From an optimization exercise on the open Yosys and OpenROAD flow, aimed at small area, a short achievable clock period and few clock cycles per item; shortcuts taken in it are not production practice.
At most, simulation tests tie the RTL to the original design; equivalence was not proved.
No driver is modelled on the clock port, so clocking that relies on it looks cheaper here than on a real chip.

Design SNN, start of the top module:
module SNN(
	clk,
	rst_n,
	in_valid,
	img,
	ker,
	weight,
	out_valid,
	out_data
);
export LEC_CHECK = 0
export CAP_MARGIN = 40
export CORE_MARGIN = 2
export CORE_UTILIZATION = 40
export CTS_CLUSTER_DIAMETER = 140
export CTS_CLUSTER_SIZE = 26
export SLEW_MARGIN = 60
export SYNTH_HIERARCHICAL = 1
create_clock -name core_clock -period 25.0 [get_ports {clk}]
standard.sh (not shown) runs the stock make flow with config.mk's settings and CLKGATE_MAP_FILE= SYNTH_SCRIPT=/design/flow/synth_recipe.tcl, a recipe that flattens the netlist after the stock synthesis.
==> flow/flow/run.sh <==
#!/bin/bash
set -o pipefail
cp standard.sh standard_sh.log
export BUFFER_PORTS_ARGS="-buffer_cell sky130_fd_sc_hd__buf_2"
bash standard.sh > standard.log 2>&1
Testbench counts at the start, summed over its fixed seeds: cycles 9,984, items 128.
Then changed:
Settings changed: CORE_UTILIZATION 40 to 65, CTS_CLUSTER_DIAMETER 140 to unset, CTS_CLUSTER_SIZE 26 to unset.
Effect: Global-route usage grows by 13 points; synthesized cell count does not change; final area grows by 1.2%; wire length stays flat; die area shrinks by 38%; clock-buffer cell count grows by 30; sequential cell count stays the same; worst hold slack stays flat; via count grows by 1.7%.
Then changed:
Settings changed: CORE_UTILIZATION 65 to 40.
Result: Global-route usage fell by 13 points; core utilization fell by 27 points; wire length rose by 1.4%; count of clock-buffer cells in the layout rose by 5; fmax stays flat; via count fell by about 0.8%; final area rose by about 1.4%; non-clock buffer count rose by 3.
Then changed:
Settings changed: CTS_CLUSTER_DIAMETER set to 120, CTS_CLUSTER_SIZE set to 20.
What happened: The new run completed with no timing, DRC or antenna violations; non-clock buffer count came out higher by 1; cell area went down by 1.9%; setup slack improves by 0.014 ns; maximum frequency barely changes; worst hold slack improved by 0.0078 ns.

SNN, a different RTL version from the one above (not shown whole).
For scale: roughly 2700 cells after synthesis, ~390 flip-flops, ~32000 sq um of cells after synthesis.
Settings: LEC_CHECK=0, CAP_MARGIN=20, CORE_MARGIN=2, CORE_UTILIZATION=40, SLEW_MARGIN=20, SYNTH_HIERARCHICAL=1; clock period 25.0 ns.
Scripts as last shown in full above: flow/flow/run.sh
The first run ran to the end with no violations.
Testbench counts at the start, summed over its fixed seeds: cycles 9,984, items 128.
Change:
==> flow/run.sh (new file) <==
#!/bin/bash
# synth_recipe.tcl (not shown) runs the flow's synth.tcl, then flattens the netlist and writes it again
# the make line also repeats each setting of config.mk as NAME=value (left out here)
make -C /OpenROAD-flow-scripts/flow DESIGN_CONFIG=/design/flow/config.mk WORK_HOME=/design/flow/orfs CLKGATE_MAP_FILE= SYNTH_SCRIPT=/design/flow/synth_recipe.tcl finish
removed: flow/flow/run.sh
removed: flow/standard.sh
After rerunning: The new run finished with timing, DRC and antenna clean; sequential share of layout area is lower by 0.12 points; setup slack hardly moves; hold slack degrades by 0.0032 ns; utilization is higher by 0.19 points; routed wire length stays flat; final area is higher by 0.43%; fmax is about the same; via count is lower by 1.1%.

SNN with an RTL version that a note above also has.
Size in the first run: ~2800 cells after synthesis, ~38 I/O pins, roughly 33000 µm² of cells after synthesis.
## SNN
module SNN(
	clk,
	rst_n,
	in_valid,
	img,
	ker,
	weight,
	out_valid,
	out_data
);
input clk;
input rst_n;
input in_valid;
input [7:0] img;
input [7:0] ker;
input [7:0] weight;
output reg out_valid;
output reg [9:0] out_data;
reg [6:0] cnt;
reg iv1;
always @(posedge clk or negedge rst_n) begin
	if (!rst_n) iv1 <= 1'b0;
	else iv1 <= in_valid;
end
always @(posedge clk or negedge rst_n) begin
	if (!rst_n) cnt <= 7'd0;
	else if (cnt == 7'd75) cnt <= 7'd0;
	else if (iv1 || cnt != 7'd0) cnt <= cnt + 7'd1;
end
reg d_en0, d_en1, d_first, fc_psel, fc_add, fc_rot, di_en, di_k, di_first, di_final;
reg n_d_en0, n_d_en1, n_d_first, n_fc_psel, n_fc_add, n_fc_rot, n_di_en, n_di_k, n_di_first, n_di_final;
always @(*) begin
	{n_d_en0, n_d_en1, n_d_first, n_fc_psel, n_fc_add, n_fc_rot, n_di_en, n_di_k, n_di_first, n_di_final} = 10'd0;
	case (cnt)
		7'd14: {n_d_en0, n_d_en1, n_d_first, n_fc_psel, n_fc_add, n_fc_rot, n_di_en, n_di_k, n_di_first, n_di_final} = 10'b1010000000;
		7'd15: {n_d_en0, n_d_en1, n_d_first, n_fc_psel, n_fc_add, n_fc_rot, n_di_en, n_di_k, n_di_first, n_di_final} = 10'b1000000000;
		7'd16: {n_d_en0, n_d_en1, n_d_first, n_fc_psel, n_fc_add, n_fc_rot, n_di_en, n_di_k, n_di_first, n_di_final} = 10'b0110000000;
		7'd17: {n_d_en0, n_d_en1, n_d_first, n_fc_psel, n_fc_add, n_fc_rot, n_di_en, n_di_k, n_di_first, n_di_final} = 10'b0100000000;
		7'd20: {n_d_en0, n_d_en1, n_d_first, n_fc_psel, n_fc_add, n_fc_rot, n_di_en, n_di_k, n_di_first, n_di_final} = 10'b1000000000;
		7'd21: {n_d_en0, n_d_en1, n_d_first, n_fc_psel, n_fc_add, n_fc_rot, n_di_en, n_di_k, n_di_first, n_di_final} = 10'b1000000000;
		7'd22: {n_d_en0, n_d_en1, n_d_first, n_fc_psel, n_fc_add, n_fc_rot, n_di_en, n_di_k, n_di_first, n_di_final} = 10'b0100010000;
		7'd23: {n_d_en0, n_d_en1, n_d_first, n_fc_psel, n_fc_add, n_fc_rot, n_di_en, n_di_k, n_di_first, n_di_final} = 10'b0100010000;
		7'd24: {n_d_en0, n_d_en1, n_d_first, n_fc_psel, n_fc_add, n_fc_rot, n_di_en, n_di_k, n_di_first, n_di_final} = 10'b0001110000;
		7'd25: {n_d_en0, n_d_en1, n_d_first, n_fc_psel, n_fc_add, n_fc_rot, n_di_en, n_di_k, n_di_first, n_di_final} = 10'b0001111010;
		7'd26: {n_d_en0, n_d_en1, n_d_first, n_fc_psel, n_fc_add, n_fc_rot, n_di_en, n_di_k, n_di_first, n_di_final} = 10'b1010001000;
  ...
Settings: LEC_CHECK=0, CAP_MARGIN=40, CORE_MARGIN=2, CORE_UTILIZATION=65, CTS_BUF_LIST=sky130_fd_sc_hd__clkbuf_8, SLEW_MARGIN=60, SYNTH_HIERARCHICAL=1; clock period 25.0 ns.
==> flow/flow/run.sh <==
#!/bin/bash
set -o pipefail
cp standard.sh standard_sh.log
export BUFFER_PORTS_ARGS="-buffer_cell sky130_fd_sc_hd__buf_2"
bash standard.sh > standard.log 2>&1
The starting point completed without violations.
Testbench counts at the start, summed over its fixed seeds: cycles 9,984, items 128.
==> next run, changes <==
- CORE_UTILIZATION: 65 -> 40
- CTS_BUF_LIST: sky130_fd_sc_hd__clkbuf_8 -> default
- CTS_CLUSTER_DIAMETER: default -> 100
- CTS_CLUSTER_SIZE: default -> 22
Result: Routed wire length stays flat. Synthesized area is unchanged. Non-clock buffer count came out higher by 5. Setup slack improved by 0.059 ns. Sequential share of layout area barely changes.
==> next run, changes <==
==> flow/flow/run.sh (replaced) <==
#!/bin/bash
set -eo pipefail
cp standard.sh standard_sh.log
export BUFFER_PORTS_ARGS="-buffer_cell sky130_fd_sc_hd__buf_2"
bash standard.sh cts > standard_cts.log 2>&1
ODB=$(ls orfs/results/*/SNN/base/4_cts.odb)
ODB=$ODB openroad -no_init -exit flow/unroot.tcl > unroot.log 2>&1
bash standard.sh finish > standard_finish.log 2>&1
==> flow/flow/unroot.tcl (new file) <==
# Drop the clock tree's root buffer: the clock port then drives the first
# level of the tree directly (it has only a few loads there).
set f $::env(ODB)
read_db $f
set block [ord::get_db_block]
set clk_bterm [$block findBTerm clk]
set clk_net [$clk_bterm getNet]
set loads {}
foreach it [$clk_net getITerms] { lappend loads $it }
if {[llength $loads] != 1} { puts "UNROOT: clock port has [llength $loads] loads, left as is"; exit 0 }
set root [[lindex $loads 0] getInst]
set master [[$root getMaster] getName]
if {![string match "sky130_fd_sc_hd__clkbuf_*" $master]} { puts "UNROOT: root is $master, left as is"; exit 0 }
set out_net ""
foreach it [$root getITerms] {
  if {[$it isOutputSignal]} { set out_net [$it getNet] }
}
set moved {}
foreach it [$out_net getITerms] {
  if {[$it getInst] != $root} { lappend moved $it }
}
if {[llength $moved] > 4} { puts "UNROOT: root drives [llength $moved] cells, left as is"; exit 0 }
foreach it $moved {
  $it disconnect
  $it connect $clk_net
}
puts "UNROOT: removed [$root getName] ($master), clock port now drives [llength $moved] cells"
odb::dbInst_destroy $root
odb::dbNet_destroy $out_net
write_db $f
- CTS_CLUSTER_DIAMETER: 100 -> 120
- CTS_CLUSTER_SIZE: 22 -> 20
The new run completed without violations.
Wire length barely changes.
Register-to-register slack degrades by 0.03 ns.
Critical path depth is unchanged.
Die area does not change.
Clock-buffer cell count is higher by 3.
Final area stays flat.
==> next run, changes <==
- CAP_MARGIN: 40 -> 20
- SLEW_MARGIN: 60 -> 20
After rerunning:
- The changed run passed the timing, DRC and antenna checks
- worst setup slack loses 0.37 ns
- wire length falls slightly
- utilization falls by 0.22 points
- global-route usage stays flat

== the baseline ==
Another version of the RTL of SNN (not shown whole).
Size: about 2800 cells after synthesis, ~390 flip-flops, about 33000 µm² of cells after synthesis.
## SNN
module SNN(
	clk,
	rst_n,
	in_valid,
	img,
	ker,
	weight,
	out_valid,
	out_data
);
==> flow/config.mk <==
export PLATFORM = sky130hd
export DESIGN_NAME = SNN
export DESIGN_NICKNAME = SNN
export VERILOG_FILES = /design/flow/design.v
export SDC_FILE = /design/flow/constraint.sdc
export NUM_CORES = 4
export LEC_CHECK = 0
export CAP_MARGIN = 40
export CORE_MARGIN = 2
export CORE_UTILIZATION = 40
export SLEW_MARGIN = 60
export SYNTH_HIERARCHICAL = 1
==> flow/constraint.sdc <==
create_clock -name core_clock -period 25.0 [get_ports {clk}]
set_input_delay 5.0000 -clock core_clock [delete_from_list [all_inputs] [get_ports {clk}]]
set_output_delay 5.0000 -clock core_clock [all_outputs]
set_load 0.01 [all_outputs]
==> flow/flow/run.sh <==
#!/bin/bash
set -o pipefail
cp standard.sh standard_sh.log
export BUFFER_PORTS_ARGS="-buffer_cell sky130_fd_sc_hd__buf_2"
bash standard.sh > standard.log 2>&1
The baseline: full flow OK, the timing, DRC and antenna checks passed
Setup changes, the baseline to the candidate
- CAP_MARGIN now 70, was 40
- SLEW_MARGIN now 85, was 60
Notes after the runs:
Row net total in the final layout: the candidate higher / the baseline lower. When the candidate is set beside the baseline, its time the worst path needs with I/O delays and setup turns out to be 6.68 ns larger. The candidate vs the baseline: worst hold slack up in the candidate. Non-clock buffer count in the final layout (the candidate vs. the baseline) increases by more than 100%.
No run of this note included a check of the RTL's function; only the layout flow was run.

==> separate check: timing with driven ports <==
In the flow no input, the clock included, has a driving cell. The finished layouts below were timed again as built, in two steps.
Step 1 assumes that a clkbuf_16 drives the clock port and a buf_2 every other input.
Step 2 moves the port delays by t, midway between the first and last clock arrival at a register: inputs arrive t later, outputs are due t later. That takes back most of the time a late clock gives input paths.
Three values: ideal, step 1, step 2; two values: the first two.
run	t (ns)	setup slack, ns	cell pins on the clock port's net
the first run of note 1	0.633	18.895 / 18.833 / 19.157	1
the second run of note 1	0.633	18.879 / 18.857 / 18.879	1
the third run of note 1	0.643	18.897 / 18.837 / 19.154	1
the fourth run of note 1	0.643	18.910 / 18.850 / 19.142	1
the first run of note 2	0.670	18.380 / 18.380 / 18.380	1
the second run of note 2	0.665	18.379 / 18.340 / 18.379	1
the first run of note 3	0.708	18.841 / 18.785 / 19.021	1
the second run of note 3	0.647	18.900 / 18.839 / 19.173	1
the third run of note 3	0.522	19.051 / 18.972 / 19.142	2
the fourth run of note 3	0.523	18.684 / 18.684 / 18.684	2
the baseline	0.637	18.894 / 18.835 / 19.218	1
the candidate	0.647	12.210 / 12.210 / 12.210	1
After both steps every run listed still meets setup and hold.
